Source: an optimization exercise on an open RTL-to-GDS flow (aim: small area and a short achievable clock period). Production flows keep margins and buffers that such runs may drop. Function was checked by simulation only, so behaviour that the tests miss may differ from the original. Power figures rest on the tool's default switching activity, not on a simulated workload.

==> design/flow/config.mk <==
export PLATFORM = sky130hd
export DESIGN_NAME = mips_core
export DESIGN_NICKNAME = mips_core
export VERILOG_FILES = /design/flow/design.v
export SDC_FILE = /design/flow/constraint.sdc
export NUM_CORES = 4
export LEC_CHECK = 0
export CAP_MARGIN = 20
export CORE_MARGIN = 2
export CORE_UTILIZATION = 50
export CTS_CLUSTER_DIAMETER = 80
export CTS_CLUSTER_SIZE = 24
export PLACE_DENSITY = 0.64
export SETUP_SLACK_MARGIN = 4.4
export SLEW_MARGIN = 20
export SYNTH_HIERARCHICAL = 1
==> design/flow/constraint.sdc <==
create_clock -name core_clock -period 13.0 [get_ports {clk}]
set_input_delay 2.6000 -clock core_clock [delete_from_list [all_inputs] [get_ports {clk}]]
set_output_delay 2.6000 -clock core_clock [all_outputs]
set_load 0.01 [all_outputs]
==> design/flow/design.v <==
module rf_wsel(input e, input en, input d, input q, output y);
  assign y = (e & d) | (en & q);
endmodule
module rf_aoi222(input a0, input b0, input a1, input b1, input a2, input b2, output y);
  assign y = ~((a0 & b0) | (a1 & b1) | (a2 & b2));
endmodule
module rf_nand2(input a, input b, output y);
  assign y = ~(a & b);
endmodule
module rf_rbit(input [31:1] s, input [31:1] d, output yn);
  wire [10:0] t;
  genvar i;
  generate for (i = 0; i < 10; i = i + 1) begin : g
    rf_aoi222 u(s[3*i+1], d[3*i+1], s[3*i+2], d[3*i+2], s[3*i+3], d[3*i+3], t[i]);
  end endgenerate
  rf_nand2 u31(s[31], d[31], t[10]);
  wire [2:0] o;
  c_nand4 n0(t[0], t[1], t[2], t[3], o[0]);
  c_nand4 n1(t[4], t[5], t[6], t[7], o[1]);
  c_nand3 n2(t[8], t[9], t[10], o[2]);
  c_nor3 n3(o[0], o[1], o[2], yn);
endmodule
module c_nand2(input a, input b, output y); assign y = ~(a & b); endmodule
module c_nor2(input a, input b, output y); assign y = ~(a | b); endmodule
module c_xor2(input a, input b, output y); assign y = a ^ b; endmodule
module c_xnor2(input a, input b, output y); assign y = ~(a ^ b); endmodule
module c_inv(input a, output y); assign y = ~a; endmodule
module c_nand3(input a, input b, input c, output y); assign y = ~(a & b & c); endmodule
module c_nand4(input a, input b, input c, input d, output y); assign y = ~(a & b & c & d); endmodule
module c_nor3(input a, input b, input c, output y); assign y = ~(a | b | c); endmodule
module c_aoi21(input a1, input a2, input b1, output y); assign y = ~((a1 & a2) | b1); endmodule
module c_oai21(input a1, input a2, input b1, output y); assign y = ~((a1 | a2) & b1); endmodule
module addr_add32n(input [31:0] an, input [31:0] bn, output [31:0] s);
  wire g0_0;
  wire t0_0;
  wire p_0;
  wire g0_1;
  wire t0_1;
  wire p_1;
  wire g0_2;
  wire t0_2;
  wire p_2;
  wire g0_3;
  wire t0_3;
  wire p_3;
  wire g0_4;
  wire t0_4;
  wire p_4;
  wire g0_5;
  wire t0_5;
  wire p_5;
  wire g0_6;
  wire t0_6;
  wire p_6;
  wire g0_7;
  wire t0_7;
  wire p_7;
  wire g0_8;
  wire t0_8;
  wire p_8;
  wire g0_9;
  wire t0_9;
  wire p_9;
  wire g0_10;
  wire t0_10;
  wire p_10;
  wire g0_11;
  wire t0_11;
  wire p_11;
  wire g0_12;
  wire t0_12;
  wire p_12;
  wire g0_13;
  wire t0_13;
  wire p_13;
  wire g0_14;
  wire t0_14;
  wire p_14;
  wire g0_15;
  wire t0_15;
  wire p_15;
  wire g0_16;
  wire t0_16;
  wire p_16;
  wire g0_17;
  wire t0_17;
  wire p_17;
  wire g0_18;
  wire t0_18;
  wire p_18;
  wire g0_19;
  wire t0_19;
  wire p_19;
  wire g0_20;
  wire t0_20;
  wire p_20;
  wire g0_21;
  wire t0_21;
  wire p_21;
  wire g0_22;
  wire t0_22;
  wire p_22;
  wire g0_23;
  wire t0_23;
  wire p_23;
  wire g0_24;
  wire t0_24;
  wire p_24;
  wire g0_25;
  wire t0_25;
  wire p_25;
  wire g0_26;
  wire t0_26;
  wire p_26;
  wire g0_27;
  wire t0_27;
  wire p_27;
  wire g0_28;
  wire t0_28;
  wire p_28;
  wire g0_29;
  wire t0_29;
  wire p_29;
  wire g0_30;
  wire t0_30;
  wire p_30;
  wire g0_31;
  wire t0_31;
  wire p_31;
  wire g1_1;
  wire g1_2;
  wire t1_2;
  wire g1_3;
  wire t1_3;
  wire g1_4;
  wire t1_4;
  wire g1_5;
  wire t1_5;
  wire g1_6;
  wire t1_6;
  wire g1_7;
  wire t1_7;
  wire g1_8;
  wire t1_8;
  wire g1_9;
  wire t1_9;
  wire g1_10;
  wire t1_10;
  wire g1_11;
  wire t1_11;
  wire g1_12;
  wire t1_12;
  wire g1_13;
  wire t1_13;
  wire g1_14;
  wire t1_14;
  wire g1_15;
  wire t1_15;
  wire g1_16;
  wire t1_16;
  wire g1_17;
  wire t1_17;
  wire g1_18;
  wire t1_18;
  wire g1_19;
  wire t1_19;
  wire g1_20;
  wire t1_20;
  wire g1_21;
  wire t1_21;
  wire g1_22;
  wire t1_22;
  wire g1_23;
  wire t1_23;
  wire g1_24;
  wire t1_24;
  wire g1_25;
  wire t1_25;
  wire g1_26;
  wire t1_26;
  wire g1_27;
  wire t1_27;
  wire g1_28;
  wire t1_28;
  wire g1_29;
  wire t1_29;
  wire g1_30;
  wire t1_30;
  wire g1_31;
  wire t1_31;
  wire gi_0_0;
  wire g2_2;
  wire g2_3;
  wire g2_4;
  wire t2_4;
  wire g2_5;
  wire t2_5;
  wire g2_6;
  wire t2_6;
  wire g2_7;
  wire t2_7;
  wire g2_8;
  wire t2_8;
  wire g2_9;
  wire t2_9;
  wire g2_10;
  wire t2_10;
  wire g2_11;
  wire t2_11;
  wire g2_12;
  wire t2_12;
  wire g2_13;
  wire t2_13;
  wire g2_14;
  wire t2_14;
  wire g2_15;
  wire t2_15;
  wire g2_16;
  wire t2_16;
  wire g2_17;
  wire t2_17;
  wire g2_18;
  wire t2_18;
  wire g2_19;
  wire t2_19;
  wire g2_20;
  wire t2_20;
  wire g2_21;
  wire t2_21;
  wire g2_22;
  wire t2_22;
  wire g2_23;
  wire t2_23;
  wire g2_24;
  wire t2_24;
  wire g2_25;
  wire t2_25;
  wire g2_26;
  wire t2_26;
  wire g2_27;
  wire t2_27;
  wire g2_28;
  wire t2_28;
  wire g2_29;
  wire t2_29;
  wire g2_30;
  wire t2_30;
  wire g2_31;
  wire t2_31;
  wire g3_4;
  wire gi_1_1;
  wire g3_5;
  wire g3_6;
  wire g3_7;
  wire g3_8;
  wire t3_8;
  wire g3_9;
  wire t3_9;
  wire g3_10;
  wire t3_10;
  wire g3_11;
  wire t3_11;
  wire g3_12;
  wire t3_12;
  wire g3_13;
  wire t3_13;
  wire g3_14;
  wire t3_14;
  wire g3_15;
  wire t3_15;
  wire g3_16;
  wire t3_16;
  wire g3_17;
  wire t3_17;
  wire g3_18;
  wire t3_18;
  wire g3_19;
  wire t3_19;
  wire g3_20;
  wire t3_20;
  wire g3_21;
  wire t3_21;
  wire g3_22;
  wire t3_22;
  wire g3_23;
  wire t3_23;
  wire g3_24;
  wire t3_24;
  wire g3_25;
  wire t3_25;
  wire g3_26;
  wire t3_26;
  wire g3_27;
  wire t3_27;
  wire g3_28;
  wire t3_28;
  wire g3_29;
  wire t3_29;
  wire g3_30;
  wire t3_30;
  wire g3_31;
  wire t3_31;
  wire g4_8;
  wire g4_9;
  wire gi_2_0;
  wire g4_10;
  wire gi_3_0;
  wire g4_11;
  wire g4_12;
  wire g4_13;
  wire g4_14;
  wire g4_15;
  wire g4_16;
  wire t4_16;
  wire g4_17;
  wire t4_17;
  wire g4_18;
  wire t4_18;
  wire g4_19;
  wire t4_19;
  wire g4_20;
  wire t4_20;
  wire g4_21;
  wire t4_21;
  wire g4_22;
  wire t4_22;
  wire g4_23;
  wire t4_23;
  wire g4_24;
  wire t4_24;
  wire g4_25;
  wire t4_25;
  wire g4_26;
  wire t4_26;
  wire g4_27;
  wire t4_27;
  wire g4_28;
  wire t4_28;
  wire g4_29;
  wire t4_29;
  wire g4_30;
  wire t4_30;
  wire g4_31;
  wire t4_31;
  wire g5_16;
  wire g5_17;
  wire g5_18;
  wire g5_19;
  wire gi_4_1;
  wire g5_20;
  wire gi_5_1;
  wire g5_21;
  wire gi_6_1;
  wire g5_22;
  wire gi_7_1;
  wire g5_23;
  wire g5_24;
  wire g5_25;
  wire g5_26;
  wire g5_27;
  wire g5_28;
  wire g5_29;
  wire g5_30;
  wire g5_31;
  c_nor2 u1(an[0], bn[0], g0_0);
  c_nand2 u2(an[0], bn[0], t0_0);
  c_xor2 u3(an[0], bn[0], p_0);
  c_nor2 u4(an[1], bn[1], g0_1);
  c_nand2 u5(an[1], bn[1], t0_1);
  c_xor2 u6(an[1], bn[1], p_1);
  c_nor2 u7(an[2], bn[2], g0_2);
  c_nand2 u8(an[2], bn[2], t0_2);
  c_xor2 u9(an[2], bn[2], p_2);
  c_nor2 u10(an[3], bn[3], g0_3);
  c_nand2 u11(an[3], bn[3], t0_3);
  c_xor2 u12(an[3], bn[3], p_3);
  c_nor2 u13(an[4], bn[4], g0_4);
  c_nand2 u14(an[4], bn[4], t0_4);
  c_xor2 u15(an[4], bn[4], p_4);
  c_nor2 u16(an[5], bn[5], g0_5);
  c_nand2 u17(an[5], bn[5], t0_5);
  c_xor2 u18(an[5], bn[5], p_5);
  c_nor2 u19(an[6], bn[6], g0_6);
  c_nand2 u20(an[6], bn[6], t0_6);
  c_xor2 u21(an[6], bn[6], p_6);
  c_nor2 u22(an[7], bn[7], g0_7);
  c_nand2 u23(an[7], bn[7], t0_7);
  c_xor2 u24(an[7], bn[7], p_7);
  c_nor2 u25(an[8], bn[8], g0_8);
  c_nand2 u26(an[8], bn[8], t0_8);
  c_xor2 u27(an[8], bn[8], p_8);
  c_nor2 u28(an[9], bn[9], g0_9);
  c_nand2 u29(an[9], bn[9], t0_9);
  c_xor2 u30(an[9], bn[9], p_9);
  c_nor2 u31(an[10], bn[10], g0_10);
  c_nand2 u32(an[10], bn[10], t0_10);
  c_xor2 u33(an[10], bn[10], p_10);
  c_nor2 u34(an[11], bn[11], g0_11);
  c_nand2 u35(an[11], bn[11], t0_11);
  c_xor2 u36(an[11], bn[11], p_11);
  c_nor2 u37(an[12], bn[12], g0_12);
  c_nand2 u38(an[12], bn[12], t0_12);
  c_xor2 u39(an[12], bn[12], p_12);
  c_nor2 u40(an[13], bn[13], g0_13);
  c_nand2 u41(an[13], bn[13], t0_13);
  c_xor2 u42(an[13], bn[13], p_13);
  c_nor2 u43(an[14], bn[14], g0_14);
  c_nand2 u44(an[14], bn[14], t0_14);
  c_xor2 u45(an[14], bn[14], p_14);
  c_nor2 u46(an[15], bn[15], g0_15);
  c_nand2 u47(an[15], bn[15], t0_15);
  c_xor2 u48(an[15], bn[15], p_15);
  c_nor2 u49(an[16], bn[16], g0_16);
  c_nand2 u50(an[16], bn[16], t0_16);
  c_xor2 u51(an[16], bn[16], p_16);
  c_nor2 u52(an[17], bn[17], g0_17);
  c_nand2 u53(an[17], bn[17], t0_17);
  c_xor2 u54(an[17], bn[17], p_17);
  c_nor2 u55(an[18], bn[18], g0_18);
  c_nand2 u56(an[18], bn[18], t0_18);
  c_xor2 u57(an[18], bn[18], p_18);
  c_nor2 u58(an[19], bn[19], g0_19);
  c_nand2 u59(an[19], bn[19], t0_19);
  c_xor2 u60(an[19], bn[19], p_19);
  c_nor2 u61(an[20], bn[20], g0_20);
  c_nand2 u62(an[20], bn[20], t0_20);
  c_xor2 u63(an[20], bn[20], p_20);
  c_nor2 u64(an[21], bn[21], g0_21);
  c_nand2 u65(an[21], bn[21], t0_21);
  c_xor2 u66(an[21], bn[21], p_21);
  c_nor2 u67(an[22], bn[22], g0_22);
  c_nand2 u68(an[22], bn[22], t0_22);
  c_xor2 u69(an[22], bn[22], p_22);
  c_nor2 u70(an[23], bn[23], g0_23);
  c_nand2 u71(an[23], bn[23], t0_23);
  c_xor2 u72(an[23], bn[23], p_23);
  c_nor2 u73(an[24], bn[24], g0_24);
  c_nand2 u74(an[24], bn[24], t0_24);
  c_xor2 u75(an[24], bn[24], p_24);
  c_nor2 u76(an[25], bn[25], g0_25);
  c_nand2 u77(an[25], bn[25], t0_25);
  c_xor2 u78(an[25], bn[25], p_25);
  c_nor2 u79(an[26], bn[26], g0_26);
  c_nand2 u80(an[26], bn[26], t0_26);
  c_xor2 u81(an[26], bn[26], p_26);
  c_nor2 u82(an[27], bn[27], g0_27);
  c_nand2 u83(an[27], bn[27], t0_27);
  c_xor2 u84(an[27], bn[27], p_27);
  c_nor2 u85(an[28], bn[28], g0_28);
  c_nand2 u86(an[28], bn[28], t0_28);
  c_xor2 u87(an[28], bn[28], p_28);
  c_nor2 u88(an[29], bn[29], g0_29);
  c_nand2 u89(an[29], bn[29], t0_29);
  c_xor2 u90(an[29], bn[29], p_29);
  c_nor2 u91(an[30], bn[30], g0_30);
  c_nand2 u92(an[30], bn[30], t0_30);
  c_xor2 u93(an[30], bn[30], p_30);
  c_nor2 u94(an[31], bn[31], g0_31);
  c_nand2 u95(an[31], bn[31], t0_31);
  c_xor2 u96(an[31], bn[31], p_31);
  c_aoi21 u97(t0_1, g0_0, g0_1, g1_1);
  c_aoi21 u98(t0_2, g0_1, g0_2, g1_2);
  c_nand2 u99(t0_2, t0_1, t1_2);
  c_aoi21 u100(t0_3, g0_2, g0_3, g1_3);
  c_nand2 u101(t0_3, t0_2, t1_3);
  c_aoi21 u102(t0_4, g0_3, g0_4, g1_4);
  c_nand2 u103(t0_4, t0_3, t1_4);
  c_aoi21 u104(t0_5, g0_4, g0_5, g1_5);
  c_nand2 u105(t0_5, t0_4, t1_5);
  c_aoi21 u106(t0_6, g0_5, g0_6, g1_6);
  c_nand2 u107(t0_6, t0_5, t1_6);
  c_aoi21 u108(t0_7, g0_6, g0_7, g1_7);
  c_nand2 u109(t0_7, t0_6, t1_7);
  c_aoi21 u110(t0_8, g0_7, g0_8, g1_8);
  c_nand2 u111(t0_8, t0_7, t1_8);
  c_aoi21 u112(t0_9, g0_8, g0_9, g1_9);
  c_nand2 u113(t0_9, t0_8, t1_9);
  c_aoi21 u114(t0_10, g0_9, g0_10, g1_10);
  c_nand2 u115(t0_10, t0_9, t1_10);
  c_aoi21 u116(t0_11, g0_10, g0_11, g1_11);
  c_nand2 u117(t0_11, t0_10, t1_11);
  c_aoi21 u118(t0_12, g0_11, g0_12, g1_12);
  c_nand2 u119(t0_12, t0_11, t1_12);
  c_aoi21 u120(t0_13, g0_12, g0_13, g1_13);
  c_nand2 u121(t0_13, t0_12, t1_13);
  c_aoi21 u122(t0_14, g0_13, g0_14, g1_14);
  c_nand2 u123(t0_14, t0_13, t1_14);
  c_aoi21 u124(t0_15, g0_14, g0_15, g1_15);
  c_nand2 u125(t0_15, t0_14, t1_15);
  c_aoi21 u126(t0_16, g0_15, g0_16, g1_16);
  c_nand2 u127(t0_16, t0_15, t1_16);
  c_aoi21 u128(t0_17, g0_16, g0_17, g1_17);
  c_nand2 u129(t0_17, t0_16, t1_17);
  c_aoi21 u130(t0_18, g0_17, g0_18, g1_18);
  c_nand2 u131(t0_18, t0_17, t1_18);
  c_aoi21 u132(t0_19, g0_18, g0_19, g1_19);
  c_nand2 u133(t0_19, t0_18, t1_19);
  c_aoi21 u134(t0_20, g0_19, g0_20, g1_20);
  c_nand2 u135(t0_20, t0_19, t1_20);
  c_aoi21 u136(t0_21, g0_20, g0_21, g1_21);
  c_nand2 u137(t0_21, t0_20, t1_21);
  c_aoi21 u138(t0_22, g0_21, g0_22, g1_22);
  c_nand2 u139(t0_22, t0_21, t1_22);
  c_aoi21 u140(t0_23, g0_22, g0_23, g1_23);
  c_nand2 u141(t0_23, t0_22, t1_23);
  c_aoi21 u142(t0_24, g0_23, g0_24, g1_24);
  c_nand2 u143(t0_24, t0_23, t1_24);
  c_aoi21 u144(t0_25, g0_24, g0_25, g1_25);
  c_nand2 u145(t0_25, t0_24, t1_25);
  c_aoi21 u146(t0_26, g0_25, g0_26, g1_26);
  c_nand2 u147(t0_26, t0_25, t1_26);
  c_aoi21 u148(t0_27, g0_26, g0_27, g1_27);
  c_nand2 u149(t0_27, t0_26, t1_27);
  c_aoi21 u150(t0_28, g0_27, g0_28, g1_28);
  c_nand2 u151(t0_28, t0_27, t1_28);
  c_aoi21 u152(t0_29, g0_28, g0_29, g1_29);
  c_nand2 u153(t0_29, t0_28, t1_29);
  c_aoi21 u154(t0_30, g0_29, g0_30, g1_30);
  c_nand2 u155(t0_30, t0_29, t1_30);
  c_aoi21 u156(t0_31, g0_30, g0_31, g1_31);
  c_nand2 u157(t0_31, t0_30, t1_31);
  c_inv u158(g0_0, gi_0_0);
  c_oai21 u159(t1_2, gi_0_0, g1_2, g2_2);
  c_oai21 u160(t1_3, g1_1, g1_3, g2_3);
  c_oai21 u161(t1_4, g1_2, g1_4, g2_4);
  c_nor2 u162(t1_4, t1_2, t2_4);
  c_oai21 u163(t1_5, g1_3, g1_5, g2_5);
  c_nor2 u164(t1_5, t1_3, t2_5);
  c_oai21 u165(t1_6, g1_4, g1_6, g2_6);
  c_nor2 u166(t1_6, t1_4, t2_6);
  c_oai21 u167(t1_7, g1_5, g1_7, g2_7);
  c_nor2 u168(t1_7, t1_5, t2_7);
  c_oai21 u169(t1_8, g1_6, g1_8, g2_8);
  c_nor2 u170(t1_8, t1_6, t2_8);
  c_oai21 u171(t1_9, g1_7, g1_9, g2_9);
  c_nor2 u172(t1_9, t1_7, t2_9);
  c_oai21 u173(t1_10, g1_8, g1_10, g2_10);
  c_nor2 u174(t1_10, t1_8, t2_10);
  c_oai21 u175(t1_11, g1_9, g1_11, g2_11);
  c_nor2 u176(t1_11, t1_9, t2_11);
  c_oai21 u177(t1_12, g1_10, g1_12, g2_12);
  c_nor2 u178(t1_12, t1_10, t2_12);
  c_oai21 u179(t1_13, g1_11, g1_13, g2_13);
  c_nor2 u180(t1_13, t1_11, t2_13);
  c_oai21 u181(t1_14, g1_12, g1_14, g2_14);
  c_nor2 u182(t1_14, t1_12, t2_14);
  c_oai21 u183(t1_15, g1_13, g1_15, g2_15);
  c_nor2 u184(t1_15, t1_13, t2_15);
  c_oai21 u185(t1_16, g1_14, g1_16, g2_16);
  c_nor2 u186(t1_16, t1_14, t2_16);
  c_oai21 u187(t1_17, g1_15, g1_17, g2_17);
  c_nor2 u188(t1_17, t1_15, t2_17);
  c_oai21 u189(t1_18, g1_16, g1_18, g2_18);
  c_nor2 u190(t1_18, t1_16, t2_18);
  c_oai21 u191(t1_19, g1_17, g1_19, g2_19);
  c_nor2 u192(t1_19, t1_17, t2_19);
  c_oai21 u193(t1_20, g1_18, g1_20, g2_20);
  c_nor2 u194(t1_20, t1_18, t2_20);
  c_oai21 u195(t1_21, g1_19, g1_21, g2_21);
  c_nor2 u196(t1_21, t1_19, t2_21);
  c_oai21 u197(t1_22, g1_20, g1_22, g2_22);
  c_nor2 u198(t1_22, t1_20, t2_22);
  c_oai21 u199(t1_23, g1_21, g1_23, g2_23);
  c_nor2 u200(t1_23, t1_21, t2_23);
  c_oai21 u201(t1_24, g1_22, g1_24, g2_24);
  c_nor2 u202(t1_24, t1_22, t2_24);
  c_oai21 u203(t1_25, g1_23, g1_25, g2_25);
  c_nor2 u204(t1_25, t1_23, t2_25);
  c_oai21 u205(t1_26, g1_24, g1_26, g2_26);
  c_nor2 u206(t1_26, t1_24, t2_26);
  c_oai21 u207(t1_27, g1_25, g1_27, g2_27);
  c_nor2 u208(t1_27, t1_25, t2_27);
  c_oai21 u209(t1_28, g1_26, g1_28, g2_28);
  c_nor2 u210(t1_28, t1_26, t2_28);
  c_oai21 u211(t1_29, g1_27, g1_29, g2_29);
  c_nor2 u212(t1_29, t1_27, t2_29);
  c_oai21 u213(t1_30, g1_28, g1_30, g2_30);
  c_nor2 u214(t1_30, t1_28, t2_30);
  c_oai21 u215(t1_31, g1_29, g1_31, g2_31);
  c_nor2 u216(t1_31, t1_29, t2_31);
  c_aoi21 u217(t2_4, g0_0, g2_4, g3_4);
  c_inv u218(g1_1, gi_1_1);
  c_aoi21 u219(t2_5, gi_1_1, g2_5, g3_5);
  c_aoi21 u220(t2_6, g2_2, g2_6, g3_6);
  c_aoi21 u221(t2_7, g2_3, g2_7, g3_7);
  c_aoi21 u222(t2_8, g2_4, g2_8, g3_8);
  c_nand2 u223(t2_8, t2_4, t3_8);
  c_aoi21 u224(t2_9, g2_5, g2_9, g3_9);
  c_nand2 u225(t2_9, t2_5, t3_9);
  c_aoi21 u226(t2_10, g2_6, g2_10, g3_10);
  c_nand2 u227(t2_10, t2_6, t3_10);
  c_aoi21 u228(t2_11, g2_7, g2_11, g3_11);
  c_nand2 u229(t2_11, t2_7, t3_11);
  c_aoi21 u230(t2_12, g2_8, g2_12, g3_12);
  c_nand2 u231(t2_12, t2_8, t3_12);
  c_aoi21 u232(t2_13, g2_9, g2_13, g3_13);
  c_nand2 u233(t2_13, t2_9, t3_13);
  c_aoi21 u234(t2_14, g2_10, g2_14, g3_14);
  c_nand2 u235(t2_14, t2_10, t3_14);
  c_aoi21 u236(t2_15, g2_11, g2_15, g3_15);
  c_nand2 u237(t2_15, t2_11, t3_15);
  c_aoi21 u238(t2_16, g2_12, g2_16, g3_16);
  c_nand2 u239(t2_16, t2_12, t3_16);
  c_aoi21 u240(t2_17, g2_13, g2_17, g3_17);
  c_nand2 u241(t2_17, t2_13, t3_17);
  c_aoi21 u242(t2_18, g2_14, g2_18, g3_18);
  c_nand2 u243(t2_18, t2_14, t3_18);
  c_aoi21 u244(t2_19, g2_15, g2_19, g3_19);
  c_nand2 u245(t2_19, t2_15, t3_19);
  c_aoi21 u246(t2_20, g2_16, g2_20, g3_20);
  c_nand2 u247(t2_20, t2_16, t3_20);
  c_aoi21 u248(t2_21, g2_17, g2_21, g3_21);
  c_nand2 u249(t2_21, t2_17, t3_21);
  c_aoi21 u250(t2_22, g2_18, g2_22, g3_22);
  c_nand2 u251(t2_22, t2_18, t3_22);
  c_aoi21 u252(t2_23, g2_19, g2_23, g3_23);
  c_nand2 u253(t2_23, t2_19, t3_23);
  c_aoi21 u254(t2_24, g2_20, g2_24, g3_24);
  c_nand2 u255(t2_24, t2_20, t3_24);
  c_aoi21 u256(t2_25, g2_21, g2_25, g3_25);
  c_nand2 u257(t2_25, t2_21, t3_25);
  c_aoi21 u258(t2_26, g2_22, g2_26, g3_26);
  c_nand2 u259(t2_26, t2_22, t3_26);
  c_aoi21 u260(t2_27, g2_23, g2_27, g3_27);
  c_nand2 u261(t2_27, t2_23, t3_27);
  c_aoi21 u262(t2_28, g2_24, g2_28, g3_28);
  c_nand2 u263(t2_28, t2_24, t3_28);
  c_aoi21 u264(t2_29, g2_25, g2_29, g3_29);
  c_nand2 u265(t2_29, t2_25, t3_29);
  c_aoi21 u266(t2_30, g2_26, g2_30, g3_30);
  c_nand2 u267(t2_30, t2_26, t3_30);
  c_aoi21 u268(t2_31, g2_27, g2_31, g3_31);
  c_nand2 u269(t2_31, t2_27, t3_31);
  c_oai21 u270(t3_8, gi_0_0, g3_8, g4_8);
  c_oai21 u271(t3_9, g1_1, g3_9, g4_9);
  c_inv u272(g2_2, gi_2_0);
  c_oai21 u273(t3_10, gi_2_0, g3_10, g4_10);
  c_inv u274(g2_3, gi_3_0);
  c_oai21 u275(t3_11, gi_3_0, g3_11, g4_11);
  c_oai21 u276(t3_12, g3_4, g3_12, g4_12);
  c_oai21 u277(t3_13, g3_5, g3_13, g4_13);
  c_oai21 u278(t3_14, g3_6, g3_14, g4_14);
  c_oai21 u279(t3_15, g3_7, g3_15, g4_15);
  c_oai21 u280(t3_16, g3_8, g3_16, g4_16);
  c_nor2 u281(t3_16, t3_8, t4_16);
  c_oai21 u282(t3_17, g3_9, g3_17, g4_17);
  c_nor2 u283(t3_17, t3_9, t4_17);
  c_oai21 u284(t3_18, g3_10, g3_18, g4_18);
  c_nor2 u285(t3_18, t3_10, t4_18);
  c_oai21 u286(t3_19, g3_11, g3_19, g4_19);
  c_nor2 u287(t3_19, t3_11, t4_19);
  c_oai21 u288(t3_20, g3_12, g3_20, g4_20);
  c_nor2 u289(t3_20, t3_12, t4_20);
  c_oai21 u290(t3_21, g3_13, g3_21, g4_21);
  c_nor2 u291(t3_21, t3_13, t4_21);
  c_oai21 u292(t3_22, g3_14, g3_22, g4_22);
  c_nor2 u293(t3_22, t3_14, t4_22);
  c_oai21 u294(t3_23, g3_15, g3_23, g4_23);
  c_nor2 u295(t3_23, t3_15, t4_23);
  c_oai21 u296(t3_24, g3_16, g3_24, g4_24);
  c_nor2 u297(t3_24, t3_16, t4_24);
  c_oai21 u298(t3_25, g3_17, g3_25, g4_25);
  c_nor2 u299(t3_25, t3_17, t4_25);
  c_oai21 u300(t3_26, g3_18, g3_26, g4_26);
  c_nor2 u301(t3_26, t3_18, t4_26);
  c_oai21 u302(t3_27, g3_19, g3_27, g4_27);
  c_nor2 u303(t3_27, t3_19, t4_27);
  c_oai21 u304(t3_28, g3_20, g3_28, g4_28);
  c_nor2 u305(t3_28, t3_20, t4_28);
  c_oai21 u306(t3_29, g3_21, g3_29, g4_29);
  c_nor2 u307(t3_29, t3_21, t4_29);
  c_oai21 u308(t3_30, g3_22, g3_30, g4_30);
  c_nor2 u309(t3_30, t3_22, t4_30);
  c_oai21 u310(t3_31, g3_23, g3_31, g4_31);
  c_nor2 u311(t3_31, t3_23, t4_31);
  c_aoi21 u312(t4_16, g0_0, g4_16, g5_16);
  c_aoi21 u313(t4_17, gi_1_1, g4_17, g5_17);
  c_aoi21 u314(t4_18, g2_2, g4_18, g5_18);
  c_aoi21 u315(t4_19, g2_3, g4_19, g5_19);
  c_inv u316(g3_4, gi_4_1);
  c_aoi21 u317(t4_20, gi_4_1, g4_20, g5_20);
  c_inv u318(g3_5, gi_5_1);
  c_aoi21 u319(t4_21, gi_5_1, g4_21, g5_21);
  c_inv u320(g3_6, gi_6_1);
  c_aoi21 u321(t4_22, gi_6_1, g4_22, g5_22);
  c_inv u322(g3_7, gi_7_1);
  c_aoi21 u323(t4_23, gi_7_1, g4_23, g5_23);
  c_aoi21 u324(t4_24, g4_8, g4_24, g5_24);
  c_aoi21 u325(t4_25, g4_9, g4_25, g5_25);
  c_aoi21 u326(t4_26, g4_10, g4_26, g5_26);
  c_aoi21 u327(t4_27, g4_11, g4_27, g5_27);
  c_aoi21 u328(t4_28, g4_12, g4_28, g5_28);
  c_aoi21 u329(t4_29, g4_13, g4_29, g5_29);
  c_aoi21 u330(t4_30, g4_14, g4_30, g5_30);
  c_aoi21 u331(t4_31, g4_15, g4_31, g5_31);
  assign s[0] = p_0;
  c_xor2 u332(p_1, g0_0, s[1]);
  c_xnor2 u333(p_2, g1_1, s[2]);
  c_xor2 u334(p_3, g2_2, s[3]);
  c_xor2 u335(p_4, g2_3, s[4]);
  c_xnor2 u336(p_5, g3_4, s[5]);
  c_xnor2 u337(p_6, g3_5, s[6]);
  c_xnor2 u338(p_7, g3_6, s[7]);
  c_xnor2 u339(p_8, g3_7, s[8]);
  c_xor2 u340(p_9, g4_8, s[9]);
  c_xor2 u341(p_10, g4_9, s[10]);
  c_xor2 u342(p_11, g4_10, s[11]);
  c_xor2 u343(p_12, g4_11, s[12]);
  c_xor2 u344(p_13, g4_12, s[13]);
  c_xor2 u345(p_14, g4_13, s[14]);
  c_xor2 u346(p_15, g4_14, s[15]);
  c_xor2 u347(p_16, g4_15, s[16]);
  c_xnor2 u348(p_17, g5_16, s[17]);
  c_xnor2 u349(p_18, g5_17, s[18]);
  c_xnor2 u350(p_19, g5_18, s[19]);
  c_xnor2 u351(p_20, g5_19, s[20]);
  c_xnor2 u352(p_21, g5_20, s[21]);
  c_xnor2 u353(p_22, g5_21, s[22]);
  c_xnor2 u354(p_23, g5_22, s[23]);
  c_xnor2 u355(p_24, g5_23, s[24]);
  c_xnor2 u356(p_25, g5_24, s[25]);
  c_xnor2 u357(p_26, g5_25, s[26]);
  c_xnor2 u358(p_27, g5_26, s[27]);
  c_xnor2 u359(p_28, g5_27, s[28]);
  c_xnor2 u360(p_29, g5_28, s[29]);
  c_xnor2 u361(p_30, g5_29, s[30]);
  c_xnor2 u362(p_31, g5_30, s[31]);
endmodule
module mips_core(clk, reset, iaddr, instr, dm_addr, dm_wdata, dm_we, dm_rdata);
  input clk, reset;
  output [29:0] iaddr;
  input [31:0] instr;
  output [31:0] dm_addr;
  output [31:0] dm_wdata;
  output dm_we;
  input [31:0] dm_rdata;
  wire [5:0] op = instr[31:26];
  wire [4:0] rs = instr[25:21];
  wire [4:0] rt = instr[20:16];
  wire [4:0] rd = instr[15:11];
  wire [15:0] imm = instr[15:0];
  wire is_r    = op == 6'b000000;
  wire is_addu = is_r & (instr[5:0] == 6'b100001);
  wire is_ori  = op == 6'b001101;
  wire is_lui  = op == 6'b001111;
  wire is_lw   = op == 6'b100011;
  wire is_sw   = op == 6'b101011;
  wire is_beq  = op == 6'b000100;
  wire is_j    = op == 6'b000010;
  wire regwr = is_r | is_ori | is_lui | is_lw;
  wire [4:0] rw = is_r ? rd : rt;
  reg [1023:32] rf;
  reg [31:1] valid;
  reg [31:1] sa, sb, we;
  wire [1023:32] rf_next;
  wire [31:0] busa_n, busb_n, wd;
  wire [31:0] busa = ~busa_n;
  wire [31:0] busb = ~busb_n;
  integer r;
  always @(*) begin
    for (r = 1; r < 32; r = r + 1) begin
      sa[r] = valid[r] & (rs == r);
      sb[r] = valid[r] & (rt == r);
      we[r] = regwr & (rw == r);
    end
  end
  genvar b, k;
  generate for (b = 0; b < 32; b = b + 1) begin : rb
    wire [31:1] col;
    for (k = 1; k < 32; k = k + 1) begin : c
      assign col[k] = rf[k*32 + b];
      rf_wsel w(we[k], ~we[k], wd[b], rf[k*32 + b], rf_next[k*32 + b]);
    end
    rf_rbit ua(sa, col, busa_n[b]);
    rf_rbit ub(sb, col, busb_n[b]);
  end endgenerate
  always @(posedge clk) rf <= rf_next;
  always @(posedge clk, posedge reset) begin
    if (reset) valid <= 31'b0;
    else valid <= valid | we;
  end
  wire sub = ~is_addu;
  wire [31:0] alu = busa + (sub ? ~busb : busb) + {31'b0, sub};
  wire eq = busa == busb;
  wire [31:0] sext = {{16{imm[15]}}, imm};
  assign wd = is_lw ? dm_rdata :
              is_lui ? {imm, 16'h0} :
              is_ori ? (busa | {16'h0, imm}) : alu;
  addr_add32n addr_add(busa_n, ~sext, dm_addr);
  assign dm_wdata = busb;
  assign dm_we = is_sw;
  reg [29:0] pc;
  wire [29:0] pc1 = pc + 30'd1;
  wire [29:0] pcb = pc1 + sext[29:0];
  wire [29:0] npc = is_j ? {pc[29:26], instr[25:0]} : (is_beq & eq) ? pcb : pc1;
  always @(posedge clk, posedge reset) begin
    if (reset) pc <= 30'h0000_0c00;
    else pc <= npc;
  end
  assign iaddr = pc;
endmodule
==> design/flow/flow/run.sh <==
#!/bin/bash
# The standard layout, with two changes:
# - the port buffers that buffer_ports inserts are plain buf_2 cells (the
#   default pick is a delay cell, clkdlybuf4s50_1, that the later timing
#   repair leaves in place on the output paths);
# - before floorplan, flow/downsize.tcl gives each combinational cell its
#   smallest drive strength, and the flow's repair sizes up what it needs.
set -euo pipefail
bash standard.sh BUFFER_PORTS_ARGS="-buffer_cell sky130_fd_sc_hd__buf_2" \
  PRE_FLOORPLAN_TCL="$PWD/flow/downsize.tcl" finish > standard.log 2>&1
==> design/flow/flow/downsize.tcl <==
# Before floorplan: give every combinational cell the smallest drive strength
# of its kind (synthesis maps each gate with a fixed load model and often
# picks a larger one); the timing repair of the flow sizes up what it needs.
set db [ord::get_db]
set smallest [dict create]
foreach lib [$db getLibs] {
  foreach m [$lib getMasters] {
    set n [$m getName]
    if {[regexp {^(sky130_fd_sc_hd__[a-z0-9]+)_[0-9]+$} $n -> base]} {
      if {[string match *lpflow* $n] || [string match *__df* $n] || [string match *__sdf* $n] || [string match *__edf* $n]} { continue }
      set a [expr {[$m getWidth] * [$m getHeight]}]
      if {![dict exists $smallest $base] || $a < [lindex [dict get $smallest $base] 0]} {
        dict set smallest $base [list $a $m]
      }
    }
  }
}
set n_swapped 0
foreach inst [[ord::get_db_block] getInsts] {
  set m [$inst getMaster]
  if {[regexp {^(sky130_fd_sc_hd__[a-z0-9]+)_[0-9]+$} [$m getName] -> base]} {
    if {![dict exists $smallest $base]} { continue }
    set s [lindex [dict get $smallest $base] 1]
    if {[$s getName] ne [$m getName]} {
      if {[$inst swapMaster $s]} { incr n_swapped }
    }
  }
}
puts "downsize: $n_swapped cells set to their smallest drive strength"
==> design/flow/standard.sh <==
#!/bin/bash
# synth_recipe.tcl (not shown) runs the flow's synth.tcl, then flattens the netlist and writes it again
# the make line also repeats each setting of config.mk as NAME=value (left out here)
make -C /OpenROAD-flow-scripts/flow DESIGN_CONFIG=/design/flow/config.mk WORK_HOME=/design/flow/orfs CLKGATE_MAP_FILE= SYNTH_SCRIPT=/design/flow/synth_recipe.tcl "${@:-finish}"
==> key figures, run 1 <==
Setup path
  • Crit-path cells: buf_12 > and2_4 > and3_4 > buf_4 > clkbuf_16 > a222oi_1 > nand4_1 > nor3_1 > buf_4 > nor2_1 > a21oi_2 > o21ai_2 > a21oi_4 > o21ai_4 > a21oi_2 > xnor2_2 > buf_2
  • Worst Path Arrival: 6.42 ns
  • WP data required: 10.40 ns
  • Worst path max stage delay: 0.53 ns
  • Crit Path Category: in -> out
  • Worst Reg-to-Reg Cells: 20
  • CP Max Fanout: 16
  • WP buf/inv: 5
  • Critical path's top delay family: compound AO/OA/AOI/OAI gates
  • FF-to-FF Start: valid[7]
  • Critical Path End Type: primary output
  • Slowest CP cell: nand4_1
  • RR Endpoint: rf[346]
  • CP startpoint kind: primary input
  • R2r setup slk: 6.57 ns

STA
  • Highest clock rate: 110.8 MHz
  • Unrepaired setup endpoints after global routing: true
  • Endpoints failing hold: 0
  • Fin crit share: 69.42%
  • Clk_skew: 0.03848 ns
  • Minimum clock period: 9.025 ns
  • Max-slew violations: 0
  • Slew HR: 15.70%
  • Fin Setup TNS: 0 ns
  • Worst hold margin: 0.4678 ns
  • Setup-failing EPs final: 0
  • Slew at the pin closest to its max-slew limit: 1.264 ns

Power and ir drop
  • Logic pwr share: 13.6%
  • Power Internal: 4.446 mW
  • Max VDD drop: 0.1062 mV
  • Clk pwr share: 31.8%
  • Leak pwr: 21.65 nW
  • Reg power frac: 54.5%
  • Sw power: 1.757 mW
  • Power Density: 112.0 nW/um^2
  • Sw Share: 28.32%

Placed design
  • Port bufs: 160
  • Routability cong.: 1.074
  • DP HPWL: 149900 um

Yosys
  • Synth Instances: 4547
  • Synthesized net count: 4675
  • Synthesis Warnings: 7

Floorplan
  • Die X: 310.7 um
  • Initial Util: 50.41%
  • Core Area: 93330 um^2
  • DIE AREA: 96560 um^2
  • Die H: 310.7 um
  • Row Count: 112
  • I/O pin total: 161

Hold path
  • Hold endpoint: pc[29]
  • Hold Crit Start: pc[29]
  • Worst hold stages: 1
  • Worst hold path class: reg -> reg

Clock tree
  • CTS H-tree depth: 2
  • Clock latency at the later pin of the worst-skew pair: 0.72 ns
  • CTS clk-pin slew, worst paths: 0.07 ns
  • Clock Tree Root: clkbuf_16
  • Total CTS buffers: 54
  • CTS tree: done
  • Longest Clk Path Bufs: 3
  • CTS Sinks: 1053

Layout
  • Reg area: 21390 um^2
  • Fill count: 8071
  • Most frequent cells in the layout: a22o_1 (992), dfxtp_1 (992), a222oi_1 (640)
  • Multi-input gate area: 26580 um^2
  • Layout cells sized above 1: 15.73%
  • Nets: 5147

GRT
  • Pin count of the biggest net entering global routing: 62
  • Global-route wire length before repair: 325000 um
  • Antenna violations before repair: 9
  • All-Layer GR Usage: 45.33%
  • Remaining Overflow, GRT: 0
  • Number of global-route vias before repair: 43990

Outcome
  • Status: finished clean

Routing
  • Via count: 49370
  • DRC viols: 0
  • Final WL: 234600 um
  • DR WL/cell: 37.24 um
  • Post-DRT Antenna Nets: 0
  • First drt pass iteration count: 22
  • DRT iter0 DRCs: 12460
  • Drt via density: 7.837

Flow run
  • Number of max-cap violations: 0
-- per-stage QoR --
stage	area, um^2	utilization, %	instances	setup WS (ns)	total power, mW
finish	55390	59.35	6300	3.975	6.203
global route	55380	59.34	6298	4.026	6.388
CTS	54380	58.27	6256	4.221	6.163
detailed placement	51430	55.11	6127	2.984	4.252
global placement	51410	55.08	6126	2.916	4.245
floorplan	47050	-	4547	4.416	3.983
-- how the worst max path moves through the flow --
stage / start / endpoint / slack (ns) / depth (start not counted)
3_3_place_gp: instr[20] / rf[858] / 2.92 / 20
4_1_cts: instr[21] / dm_addr[17] / 4.22 / 16
3_5_place_dp: instr[23] / dm_addr[16] / 2.98 / 14
2_1_floorplan: instr[20] / rf[1022] / 4.42 / 21
5_1_grt: instr[23] / dm_addr[27] / 4.03 / 18
6_report: instr[23] / dm_addr[25] / 3.98 / 17
-- sequential cells by signal, summed over array words and instances, names as in the netlist --
register	flops
valid	31
rf	992
pc	30
-- layout make-up --
| cell class | instances | share of cell area, % |
|---|---|---|
| Tap cell | 1254 | 2.833 |
| Clock inverter | 16 | 0.3614 |
| Timing Repair Buffer | 462 | 6.702 |
| Antenna cell | 6 | 0.02711 |
| Sequential cell | 1053 | 38.61 |
| Multi-Input combinational cell | 3309 | 47.98 |
| Inverter | 139 | 0.9420 |
| Clock buffer | 61 | 2.541 |
-- routing by layer --
| layer | vias up | part of all wire (%) | global-route usage (%) |
|---|---|---|---|
| met5 | - | 0.026 | 0 |
| met4 | 6 | 7.4 | 26.16 |
| met3 | 750 | 16 | 16.36 |
| met2 | 4325 | 40 | 63.80 |
| met1 | 23940 | 37 | 59.59 |
| li1 | 20350 | - | - |
-- timing repair --
| action | 4_1_cts | 5_1_grt |
|---|---|---|
| hold buffers | 0 | 0 |
| pin swaps | 128 | 104 |
| resized for setup | 227 | 141 |
| buffers inserted | 44 | 31 |
| cloned | 8 | 5 |
| endpoints found under the setup margin | 251 | 356 |
-- power by group through the flow --
stage,registers [mW],clock network [mW],logic [mW]
after global routing,3.39,2.08,0.913
after CTS,3.38,1.97,0.814
after detailed placement,3.45,0,0.799
final,3.38,1.97,0.845
after floorplan,3.46,0,0.526
after global placement,3.45,0,0.794
==> run 2, diff against run 1 <==
--- a/design/flow/design.v
+++ b/design/flow/design.v
@@ -7,7 +7,7 @@
 module rf_nand2(input a, input b, output y);
   assign y = ~(a & b);
 endmodule
-module rf_rbit(input [31:1] s, input [31:1] d, output yn);
+module rf_rbit(input [31:1] s, input [31:1] d, output yn, output yn2);
   wire [10:0] t;
   genvar i;
   generate for (i = 0; i < 10; i = i + 1) begin : g
@@ -19,6 +19,7 @@
   c_nand4 n1(t[4], t[5], t[6], t[7], o[1]);
   c_nand3 n2(t[8], t[9], t[10], o[2]);
   c_nor3 n3(o[0], o[1], o[2], yn);
+  c_nor3 n4(o[0], o[1], o[2], yn2);
 endmodule
 module c_nand2(input a, input b, output y); assign y = ~(a & b); endmodule
 module c_nor2(input a, input b, output y); assign y = ~(a | b); endmodule
@@ -753,7 +754,7 @@
   reg [31:1] valid;
   reg [31:1] sa, sb, we;
   wire [1023:32] rf_next;
-  wire [31:0] busa_n, busb_n, wd;
+  wire [31:0] busa_n, busa_n2, busb_n, busb_n2, wd;
   wire [31:0] busa = ~busa_n;
   wire [31:0] busb = ~busb_n;
   integer r;
@@ -771,8 +772,8 @@
       assign col[k] = rf[k*32 + b];
       rf_wsel w(we[k], ~we[k], wd[b], rf[k*32 + b], rf_next[k*32 + b]);
     end
-    rf_rbit ua(sa, col, busa_n[b]);
-    rf_rbit ub(sb, col, busb_n[b]);
+    rf_rbit ua(sa, col, busa_n[b], busa_n2[b]);
+    rf_rbit ub(sb, col, busb_n[b], busb_n2[b]);
   end endgenerate
   always @(posedge clk) rf <= rf_next;
   always @(posedge clk, posedge reset) begin
@@ -786,8 +787,8 @@
   assign wd = is_lw ? dm_rdata :
               is_lui ? {imm, 16'h0} :
               is_ori ? (busa | {16'h0, imm}) : alu;
-  addr_add32n addr_add(busa_n, ~sext, dm_addr);
-  assign dm_wdata = busb;
+  addr_add32n addr_add(busa_n2, ~sext, dm_addr);
+  assign dm_wdata = ~busb_n2;
   assign dm_we = is_sw;
   reg [29:0] pc;
   wire [29:0] pc1 = pc + 30'd1;
==> key figures, run 2 <==
STA
  • Fin Setup TNS: 0 ns
  • Endpoints failing hold: 0
  • Setup-failing EPs final: 0
  • Clk_skew: 0.05799 ns
  • Fin crit share: 67.63%
  • Max-slew violations: 0
  • Unrepaired setup endpoints after global routing: true
  • Worst setup margin: 4.208 ns
  • Slew at the pin closest to its max-slew limit: 1.271 ns
  • Slew HR: 15.11%
  • Highest clock rate: 113.7 MHz
  • Minimum clock period: 8.792 ns

GRT
  • Global-route wire length before repair: 340900 um
  • Remaining Overflow, GRT: 0
  • Met3 GRT Util: 17.17%
  • Pin count of the biggest net entering global routing: 62
  • Grt met1 use: 60.31%
  • Met2 Use GR: 66.69%
  • All-Layer GR Usage: 47.51%
  • Antenna violations before repair: 4
  • Number of global-route vias before repair: 45910
  • Global route hottest layer: met2

Flow run
  • Number of max-cap violations: 0

Floorplan
  • Die X: 312.5 um
  • Die H: 312.5 um
  • DIE AREA: 97660 um^2
  • Row Count: 113
  • Initial Util: 50.24%
  • I/O pin total: 161
  • Core Area: 94730 um^2

Layout
  • Reg area: 21390 um^2
  • Top Registers: rf x992, valid x31, pc x30
  • Layout cells sized above 1: 17.14%
  • Fin area: 56460 um^2
  • Top reg by flops: rf
  • N_diodes: 0
  • Multi-input gate area: 27500 um^2
  • Non-Filler Instances: 6435
  • Most frequent cells in the layout: a22o_1 (992), dfxtp_1 (992), a222oi_1 (640)
  • Max reg flops: 992
  • Nets: 5282
  • Post-layout util: 59.61%
  • Fill count: 8213

Outcome
  • Status: finished clean

Routing
  • First drt pass iteration count: 14
  • Via count: 50970
  • DR WL/cell: 38.59 um
  • Final WL: 248300 um
  • DRC viols: 0
  • Drt via density: 7.920
  • Post-DRT Antenna Nets: 0
  • DRT iter0 DRCs: 13690

Power and ir drop
  • Leak pwr: 22.18 nW
  • Sw Share: 28.18%
  • Power Density: 108.6 nW/um^2
  • Logic pwr share: 13.7%
  • Clk pwr share: 31.2%
  • Max VDD drop: 0.1189 mV
  • Reg power frac: 55.1%
  • Sw power: 1.728 mW
  • Power Internal: 4.404 mW

Yosys
  • Synthesized net count: 4779
  • Synthesis Warnings: 7
  • Synth Instances: 4651

Setup path
  • CP Max Fanout: 20
  • WP data required: 10.40 ns
  • Worst Reg-to-Reg Cells: 17
  • Worst Path Arrival: 6.19 ns
  • RR Endpoint: rf[829]
  • R2r setup slk: 6.54 ns
  • Crit Path Category: in -> out
  • FF-to-FF Start: valid[9]
  • Critical Path End Type: primary output
  • CP startpoint kind: primary input

Clock tree
  • CTS clk-pin slew, worst paths: 0.10 ns
  • Clock latency at the later pin of the worst-skew pair: 0.72 ns
  • CTS Sinks: 1053
  • Longest Clk Path Bufs: 3
  • CTS H-tree depth: 2
  • Total CTS buffers: 52
  • CTS tree: done
  • Clock Tree Root: clkbuf_16

Hold path
  • Hold endpoint: valid[29]
  • Worst hold path class: reg -> reg
  • Worst hold stages: 1
  • Hold Crit Start: valid[29]

Placed design
  • Routability cong.: 1.103
  • Setup WS pre-CTS: 2.978 ns
  • Port bufs: 160
  • Post-Place Cells: 6194
  • Cell Area, Placed: 51700 um^2
  • DP HPWL: 154500 um
[run 2: cell count changes in the layout (fill, tap and decap cells not counted), moves of 22 or more]
cell / change
a21oi_1: -24
buf_12: +24
buf_4: +24
nand2_1: +22
nand3_1: -31
nand3_2: +29
nor3_1: +50
nor3_4: +30
xnor2_1: -32
xor2_1: +34
[run 2: critical path: stages]
cell      delay [ns]
buf_2           0.19
inv_1           0.20
nor3_1          0.08
buf_4           0.17
and3_1          0.46
buf_4           0.38
a222oi_1        0.47
nand4_1         0.36
nor3_1          1.00
inv_1           0.08
buf_2           0.18
[run 2: metrics by stage]
| stage | total power, mW | hold slack [ns] |
|---|---|---|
| after floorplan | 3.966 | 0.4403 |
| after global placement | 4.233 | 0.4708 |
| after detailed placement | 4.239 | 0.4668 |
| after CTS | 6.084 | 0.4869 |
| after global routing | 6.311 | 0.5150 |
| final | 6.132 | 0.4868 |
[run 2: metal layers]
layer,share of wire (%),up-vias,wire (um)
met3,16,949,39330
met2,39,4646,97860
met4,9.1,10,22620
met1,35,24520,88130
met5,0.14,-,347
li1,-,20840,-
[run 2: how the worst max path moves through the flow]
stage	start	end	slack [ns]
floorplan	instr[27]	rf[1023]	4.51
global placement	instr[21]	dm_addr[31]	2.95
detailed placement	instr[21]	dm_addr[31]	2.98
CTS	instr[18]	rf[606]	4.40
global route	instr[21]	dm_addr[21]	4.25
finish	instr[18]	dm_wdata[1]	4.21
[run 2: cell type report]
type,count,share of cell area (%)
tap,1265,2.803
inverter,142,0.9440
timing repair buffer,487,6.989
sequential,1053,37.88
clock buffer,61,2.435
multi-input combinational,3418,48.71
clock inverter,9,0.2393
[run 2: timing repair]
item / 4_1_cts / 5_1_grt
hold buffers: 0 / 0
setup buffers: 105 / 50
setup endpoints to repair: 75 / 220
gates resized for setup: 251 / 159
pin swaps: 157 / 118
gates cloned: 8 / 8
[run 2: power groups by stage]
| stage | registers (mW) | clock network (mW) | logic, mW |
|---|---|---|---|
| finish | 3.38 | 1.91 | 0.842 |
| global route | 3.39 | 2.01 | 0.915 |
| CTS | 3.37 | 1.90 | 0.810 |
| detailed placement | 3.44 | 0 | 0.795 |
| global placement | 3.44 | 0 | 0.791 |
| floorplan | 3.45 | 0 | 0.521 |
==> run 3, diff against run 2 <==
--- a/design/flow/design.v
+++ b/design/flow/design.v
@@ -7,7 +7,7 @@
 module rf_nand2(input a, input b, output y);
   assign y = ~(a & b);
 endmodule
-module rf_rbit(input [31:1] s, input [31:1] d, output yn, output yn2);
+module rf_rbit(input [31:1] s, input [31:1] d, output yn);
   wire [10:0] t;
   genvar i;
   generate for (i = 0; i < 10; i = i + 1) begin : g
@@ -19,7 +19,6 @@
   c_nand4 n1(t[4], t[5], t[6], t[7], o[1]);
   c_nand3 n2(t[8], t[9], t[10], o[2]);
   c_nor3 n3(o[0], o[1], o[2], yn);
-  c_nor3 n4(o[0], o[1], o[2], yn2);
 endmodule
 module c_nand2(input a, input b, output y); assign y = ~(a & b); endmodule
 module c_nor2(input a, input b, output y); assign y = ~(a | b); endmodule
@@ -754,7 +753,7 @@
   reg [31:1] valid;
   reg [31:1] sa, sb, we;
   wire [1023:32] rf_next;
-  wire [31:0] busa_n, busa_n2, busb_n, busb_n2, wd;
+  wire [31:0] busa_n, busb_n, wd;
   wire [31:0] busa = ~busa_n;
   wire [31:0] busb = ~busb_n;
   integer r;
@@ -772,8 +771,8 @@
       assign col[k] = rf[k*32 + b];
       rf_wsel w(we[k], ~we[k], wd[b], rf[k*32 + b], rf_next[k*32 + b]);
     end
-    rf_rbit ua(sa, col, busa_n[b], busa_n2[b]);
-    rf_rbit ub(sb, col, busb_n[b], busb_n2[b]);
+    rf_rbit ua(sa, col, busa_n[b]);
+    rf_rbit ub(sb, col, busb_n[b]);
   end endgenerate
   always @(posedge clk) rf <= rf_next;
   always @(posedge clk, posedge reset) begin
@@ -787,8 +786,8 @@
   assign wd = is_lw ? dm_rdata :
               is_lui ? {imm, 16'h0} :
               is_ori ? (busa | {16'h0, imm}) : alu;
-  addr_add32n addr_add(busa_n2, ~sext, dm_addr);
-  assign dm_wdata = ~busb_n2;
+  addr_add32n addr_add(busa_n, ~sext, dm_addr);
+  assign dm_wdata = busb;
   assign dm_we = is_sw;
   reg [29:0] pc;
   wire [29:0] pc1 = pc + 30'd1;
==> design/flow/run.sh (new file) <==
#!/bin/bash
# synth_recipe.tcl (not shown) runs the flow's synth.tcl, then flattens the netlist and writes it again
# the make line also repeats each setting of config.mk as NAME=value (left out here)
make -C /OpenROAD-flow-scripts/flow DESIGN_CONFIG=/design/flow/config.mk WORK_HOME=/design/flow/orfs CLKGATE_MAP_FILE= SYNTH_SCRIPT=/design/flow/synth_recipe.tcl finish
==> design/flow/config.mk (replaced) <==
export PLATFORM = sky130hd
export DESIGN_NAME = mips_core
export DESIGN_NICKNAME = mips_core
export VERILOG_FILES = /design/flow/design.v
export SDC_FILE = /design/flow/constraint.sdc
export NUM_CORES = 4
export LEC_CHECK = 0
export CAP_MARGIN = 20
export CORE_MARGIN = 2
export CORE_UTILIZATION = 55
export PLACE_DENSITY = 0.68
export SLEW_MARGIN = 20
export SYNTH_HIERARCHICAL = 1
removed: design/flow/flow/run.sh
removed: design/flow/flow/downsize.tcl
removed: design/flow/standard.sh
==> key figures, run 3 <==
Outcome
  • Status: finished clean

Setup path
  • CP Depth: 15
  • CP Max Fanout: 19
  • WP buf/inv: 3
  • CP dominant cell by count: a21oi_2
  • Critical path's top delay family: simple AND/OR/NAND/NOR gates
  • Worst path max stage delay: 0.99 ns
  • WP data required: 10.40 ns
  • Slowest CP cell: nor3_2
  • Worst Path Arrival: 8.31 ns
  • Crit-path cells: clkdlybuf4s50_1 > nor2b_1 > and3_1 > buf_4 > a222oi_1 > nand4_1 > nor3_2 > nand2_1 > a21oi_2 > o21ai_1 > a21oi_2 > o21ai_1 > a21oi_2 > xnor2_1 > clkdlybuf4s50_1
  • Worst Reg-to-Reg Cells: 20
  • CP startpoint kind: primary input
  • Crit Path Category: in -> out
  • Critical Path End Type: primary output

Routing
  • Post-DRT Antenna Nets: 0
  • Via count: 49320
  • Drt via density: 7.990
  • Final WL: 220300 um
  • DRT iter0 DRCs: 12510
  • DR WL/cell: 35.68 um
  • DRC viols: 0
  • First drt pass iteration count: 16

Yosys
  • Synthesized net count: 4675
  • Post-Syn Area: 47690 um^2
  • Async set or reset register ratio after synthesis: 5.793%
  • Share of the synthesized area in the top cell type: 41.64%
  • Synthesis Warnings: 7
  • Yosys top cell by area: dfxtp_1
  • Synth area leaders: dfxtp_1 (42%), a22o_1 (18%), a222oi_1 (13%), dfrtp_1 (3.1%), xnor2_1 (2.3%)
  • Post-synth EDFFs: 0
  • Netlist cell types: 67
  • Avg Cell Area, Syn: 10.49 um^2
  • Most common library cells after synthesis: a22o_1 (992), dfxtp_1 (992), a222oi_1 (640), nand2_1 (240), nor2_1 (213)
  • Main synth FF type: dfxtp_1
  • FF+latch count, synth: 1053
  • Post-synthesis sequential area ratio: 44.85%
  • Synth Instances: 4547

Clock tree
  • # Post-CTS Setup Buffers: 0
  • CTS tree: done
  • Longest Clk Path Bufs: 3
  • Post_cts resized: 0
  • Hold-fix buffers, CTS: 0
  • Clock latency at the later pin of the worst-skew pair: 0.71 ns
  • Total CTS buffers: 108
  • CTS Sinks: 1053
  • Clock Tree Root: clkbuf_16
  • CTS H-tree depth: 3
  • CTS clk-pin slew, worst paths: 0.06 ns

STA
  • Highest clock rate: 91.62 MHz
  • Setup-failing EPs final: 0
  • Endpoints failing hold: 0
  • Slew at the pin closest to its max-slew limit: 1.272 ns
  • Max-slew violations: 0
  • Fin crit share: 83.95%
  • Unrepaired setup endpoints after global routing: false
  • Fin Setup TNS: 0 ns
  • Minimum clock period: 10.91 ns
  • Slew HR: 15.22%
  • Clk_skew: 0.04315 ns

Floorplan
  • DIE AREA: 89080 um^2
  • Die H: 298.5 um
  • Die X: 298.5 um
  • Initial Util: 55.74%
  • Core Area: 85550 um^2
  • Row Count: 107
  • I/O pin total: 161

Layout
  • N_diodes: 0
  • Fill count: 6970
  • Most frequent cells in the layout: a22o_1 (992), dfxtp_1 (992), a222oi_1 (640)
  • Area Overhead vs Synth: 17.62%
  • Nets: 5063
  • Max reg flops: 992
  • Top Registers: rf x992, valid x31, pc x30
  • Layout cells sized above 1: 11.67%
  • Top reg by flops: rf

Hold path
  • Worst hold path class: reg -> reg
  • Worst hold stages: 1

GRT
  • Remaining Overflow, GRT: 0
  • Global-route wire length before repair: 311600 um
  • Antenna violations before repair: 0
  • Met2 Use GR: 66.46%
  • Grt met1 use: 58.05%
  • Global route hottest layer: met2
  • All-Layer GR Usage: 46.61%
  • Pin count of the biggest net entering global routing: 62
  • Met3 GRT Util: 17.48%
  • Number of global-route vias before repair: 45660

Placed design
  • Routability cong.: 0.9947
  • DP HPWL: 133900 um
  • Port bufs: 160

Power and ir drop
  • Design Power: 7.516 mW
  • Max VDD drop: 0.1282 mV
  • Power Density: 134.0 nW/um^2
  • Leak pwr: 21.71 nW

Flow run
  • Number of max-cap violations: 0
## run 3: where the power goes
group          internal (mW)  switching (mW)
sequential              3.31          0.0864
combinational          0.379           0.497
clock                   1.90            1.35
total                   5.58            1.94
## run 3: Yosys stat by module (local to each module, per instance), a selection
| module | cells inside | area [um^2] |
|---|---|---|
| c_nor3 | 1 | 10.01 |
| rf_aoi222 | 1 | 10.01 |
| c_nor2 | 1 | 3.754 |
| rf_nand2 | 1 | 3.754 |
| c_inv | 1 | 3.754 |
| c_xor2 | 1 | 8.758 |
| c_nand4 | 1 | 6.256 |
| c_nand3 | 1 | 5.005 |
| rf_wsel | 1 | 8.758 |
| c_oai21 | 1 | 5.005 |
| c_nand2 | 1 | 3.754 |
| addr_add32n | 1 | 7.507 |
| mips_core | 2244 | 28530 |
| c_aoi21 | 1 | 8.758 |
| c_xnor2 | 1 | 8.758 |
## run 3: worst paths after layout
path	to	slack, ns	from
min reg2reg	valid[23]	0.47	valid[23]
max	dm_addr[28]	2.09	instr[23]
max reg2reg	rf[696]	6.02	valid[21]
min in group asynchronous	pc[15]	2.50	reset
min	valid[23]	0.47	valid[23]
max in group asynchronous	valid[2]	9.88	reset
## run 3: cells by family (layout without fill, tap and decap cells)
logic type | Yosys count | after routing | share of synthesized area [%]
AO/OA/AOI/OAI | 2069 | 2069 | 37.49
XOR/XNOR | 203 | 203 | 3.728
adder cells (fa/ha/maj) | 62 | 62 | 1.658
buffers and inverters | 187 | 669 | 1.485
flip-flops | 1053 | 1053 | 44.85
multiplexers | 9 | 9 | 0.1915
AND/OR/NAND/NOR | 964 | 964 | 10.59
## run 3: area by class of cell
cell class / instances / area [um^2] / area share, %
Timing Repair Buffer: 326 / 2983 / 5.318
Multi-Input combinational cell: 3307 / 26070 / 46.47
Tap cell: 1144 / 1431 / 2.552
Sequential cell: 1053 / 21390 / 38.13
Clock inverter: 36 / 450.4 / 0.8030
Clock buffer: 168 / 3252 / 5.797
Inverter: 139 / 521.8 / 0.9302
## run 3: per-layer routing
| layer | share of wire (%) | up-vias |
|---|---|---|
| met5 | 0.13 | - |
| met4 | 7.9 | 6 |
| met3 | 16 | 905 |
| met2 | 40 | 4597 |
| met1 | 35 | 23580 |
| li1 | - | 20230 |
## run 3: metrics by stage
stage / utilization (%) / worst slack (ns) / cell area [um^2] / cells / hold WS (ns)
final: 65.57 / 2.086 / 56090 / 6173 / 0.4749
after floorplan: - / 4.296 / 47690 / 4547 / 0.4403
after global placement: 61.01 / 2.532 / 52200 / 5962 / 0.4645
after CTS: 65.41 / 2.406 / 55950 / 6168 / 0.4790
after detailed placement: 61.08 / 2.403 / 52250 / 5964 / 0.4640
after global routing: 65.57 / 2.007 / 56090 / 6173 / 0.5024
==> run 4, diff against run 3 <==
--- a/design/flow/config.mk
+++ b/design/flow/config.mk
@@ -9,5 +9,6 @@
 export CORE_MARGIN = 2
 export CORE_UTILIZATION = 55
 export PLACE_DENSITY = 0.68
+export SETUP_SLACK_MARGIN = 4.0
 export SLEW_MARGIN = 20
 export SYNTH_HIERARCHICAL = 1
==> key figures, run 4 <==
Outcome
  • Status: finished clean

Routing
  • Uppermost layer routed: met5
  • DRT iter0 DRCs: 12400
  • Detail Route met3 WL: 37690 um
  • WL met2: 89780 um
  • DRC viols: 0
  • Drt via density: 7.997
  • Via count: 50090
  • Post-DRT Antenna Nets: 0
  • First drt pass iteration count: 15
  • Final WL: 226400 um
  • DR WL/cell: 36.15 um
  • WL met1: 79020 um

Clock tree
  • Total CTS buffers: 108
  • Longest Clk Path Bufs: 3
  • CTS tree: done
  • Clock Tree Root: clkbuf_16
  • CTS Sinks: 1053
  • Clock latency at the later pin of the worst-skew pair: 0.71 ns
  • CTS clk-pin slew, worst paths: 0.06 ns
  • CTS H-tree depth: 3

STA
  • Fin crit share: 70.69%
  • Slew at the pin closest to its max-slew limit: 1.211 ns
  • Highest clock rate: 108.8 MHz
  • Unrepaired setup endpoints after global routing: true
  • Clk_skew: 0.03855 ns
  • Max-slew violations: 0
  • Setup-failing EPs final: 0
  • Slew HR: 19.26%
  • Fin Setup TNS: 0 ns
  • Endpoints failing hold: 0
  • Minimum clock period: 9.190 ns

GRT
  • Antenna violations before repair: 3
  • Number of global-route vias before repair: 46160
  • Pin count of the biggest net entering global routing: 62
  • All-Layer GR Usage: 47.77%
  • Remaining Overflow, GRT: 0
  • Global-route wire length before repair: 317800 um

Layout
  • Area Overhead vs Synth: 20.50%
  • Fill count: 6873
  • Top reg by flops: rf
  • Max reg flops: 992
  • Layout cells sized above 1: 13.91%
  • Nets: 5151
  • Fin area: 57470 um^2
  • Top Registers: rf x992, valid x31, pc x30
  • Most frequent cells in the layout: a22o_1 (992), dfxtp_1 (992), a222oi_1 (640)

Power and ir drop
  • Design Power: 7.545 mW
  • Leak pwr: 22.50 nW
  • Power Density: 131.3 nW/um^2
  • Max VDD drop: 0.1275 mV

Hold path
  • Hold endpoint: pc[29]
  • Worst hold stages: 1
  • Worst hold path class: reg -> reg
  • Hold Crit Start: pc[29]

Floorplan
  • Row Count: 107
  • Initial Util: 55.74%
  • DIE AREA: 89080 um^2
  • I/O pin total: 161
  • Die H: 298.5 um
  • Die X: 298.5 um
  • Core Area: 85550 um^2

Setup path
  • CP startpoint kind: primary input
  • RR Endpoint: rf[380]
  • CP Max Fanout: 32
  • Crit Path Category: in -> out
  • CP dominant cell by count: a21oi_2
  • R2r setup slk: 6.44 ns
  • Worst path max stage delay: 0.62 ns
  • Crit-path cells: buf_4 > nor3b_2 > and3_1 > buf_12 > a222oi_1 > nand4_1 > nor3_4 > buf_6 > nand2_1 > a21oi_2 > o21ai_1 > a21oi_2 > o21ai_1 > a21oi_2 > xnor2_1 > clkdlybuf4s50_1
  • Critical Path End Type: primary output
  • WP data required: 10.40 ns
  • Worst Path Arrival: 6.59 ns
  • Worst Reg-to-Reg Cells: 18
  • Slowest CP cell: nand4_1
  • FF-to-FF Start: valid[24]

Yosys
  • Synth Instances: 4547
  • Synthesized net count: 4675
  • Post-Syn Area: 47690 um^2
  • Yosys top cell by area: dfxtp_1
  • Most common library cells after synthesis: a22o_1 (992), dfxtp_1 (992), a222oi_1 (640), nand2_1 (240), nor2_1 (213)
  • Share of the synthesized area in the top cell type: 41.64%
  • Synthesis Warnings: 7
  • Synth area leaders: dfxtp_1 (42%), a22o_1 (18%), a222oi_1 (13%), dfrtp_1 (3.1%), xnor2_1 (2.3%)
  • Main synth FF type: dfxtp_1
  • Avg Cell Area, Syn: 10.49 um^2
  • Post-synth EDFFs: 0
  • Post-synthesis sequential area ratio: 44.85%
  • Async set or reset register ratio after synthesis: 5.793%
  • FF+latch count, synth: 1053
  • Netlist cell types: 67

Placed design
  • DP HPWL: 133900 um
  • Cell Area, Placed: 52250 um^2
  • Routability cong.: 0.9947
  • Port bufs: 160

Flow run
  • Number of max-cap violations: 0
-- run 4: cell counts after synthesis --
Identical to the previous run, type by type.
-- run 4: final cells by class --
type / instances / area, um^2 / share of cell area [%]
multi-input cells: 3313 / 26590 / 46.27
clock inverters: 36 / 450.4 / 0.7838
well taps: 1144 / 1431 / 2.491
flip-flops and latches: 1053 / 21390 / 37.22
diodes: 2 / 5.005 / 0.008709
repair buffers: 408 / 3827 / 6.660
clock buffers: 168 / 3252 / 5.659
inverters: 139 / 521.8 / 0.9079
-- run 4: worst max-delay path: cells and delay by family --
kind | cells | cell delay, ns
AOI/OAI and AO/OA | 6 | 1.23
xor gates and xnor gates | 1 | 0.13
buffers and inverters | 4 | 1.11
and+or+nand+nor | 5 | 1.49
-- run 4: worst max-delay path by stage --
| stage | startpoint | cells past startpoint | to |
|---|---|---|---|
| after CTS | instr[24] | 16 | dm_addr[26] |
| final | instr[22] | 16 | dm_addr[23] |
| after global routing | instr[22] | 16 | dm_addr[23] |
| after floorplan | instr[20] | 21 | rf[1016] |
| after global placement | instr[25] | 14 | dm_addr[28] |
| after detailed placement | instr[25] | 14 | dm_addr[28] |
-- run 4: metal layers --
layer  vias up  track usage [%]
met1     23840            59.08
li1      20440                -
met2      4770            67.00
met5         -           0.1058
met4         2            33.75
met3      1028            19.77
-- run 4: repair_timing --
action	4_1_cts	5_1_grt
resized for setup	139	50
pin swaps	77	54
hold endpoints to repair	0	0
buffers inserted	54	27
setup endpoints to repair	136	229
hold buffers	0	0
gates cloned	5	1
-- run 4: power breakdown --
part           total, mW  internal [mW]  leakage (nW)  switching (mW)
logic              0.889          0.383          11.9           0.506
registers           3.40           3.30          8.76          0.0927
clock network       3.26           1.90          1.83            1.36
-- run 4: kinds of logic after synthesis --
kind of cell               after synthesis  synth area share (%)
AOI/OAI and AO/OA                     2069                 37.49
DFF                                   1053                 44.85
and+or+nand+nor                        964                 10.59
xor gates and xnor gates               203                 3.728
buffers and inverters                  187                 1.485
adders and majority gates               62                 1.658
muxes                                    9                0.1915
-- run 4: Yosys stat by module (local to each module, per instance), excerpt --
module       flops+latches  cells
c_nor2                   0      1
rf_nand2                 0      1
addr_add32n              0      1
mips_core             1053   2244
rf_aoi222                0      1
c_aoi21                  0      1
c_nand2                  0      1
c_nand4                  0      1
c_oai21                  0      1
c_inv                    0      1
c_xnor2                  0      1
-- run 4: stage by stage --
step,utilization [%],worst slack (ns),hold WS (ns),std cells
after floorplan,-,4.296,0.4403,4547
after global placement,61.01,2.532,0.4645,5962
after detailed placement,61.08,2.403,0.4640,5964
after CTS,66.52,3.996,0.4795,6227
after global routing,67.17,3.789,0.5024,6261
final,67.17,3.810,0.4779,6263

[re-timing with driven ports]
The flow's constraints put no driver on any port. The routed layouts listed below were extracted and timed again, unchanged, in two steps. Step 1 (the two cells are an assumption about what drives the block):
set clk [get_ports {clk}]
set_driving_cell -lib_cell sky130_fd_sc_hd__clkbuf_16 $clk
set_driving_cell -lib_cell sky130_fd_sc_hd__buf_2 [delete_from_list [all_inputs] $clk]
Step 2, shift: input delay + t, output delay - t, t = (earliest + latest rising clock arrival at the registers) / 2. This alone moves slack from input paths to output paths. a / b / c = ideal / step 1 / step 2; a / b = the first two.
| run | t (ns) | slack for setup (ns) | worst setup path at the end |
|---|---|---|---|
| run 1 | 0.771 | 3.975 / 3.924 / 3.711 | input to register |
| run 2 | 0.762 | 4.208 / 4.187 / 3.682 | input to register |
| run 3 | 0.760 | 2.086 / 2.062 / 2.062 | input to output |
| run 4 | 0.773 | 3.810 / 3.785 / 3.207 | input to register |
After both steps every run listed still meets setup and hold. The setup slack of run 4, which loses most, moves by -0.025 ns with the drivers and by -0.603 ns with both steps.
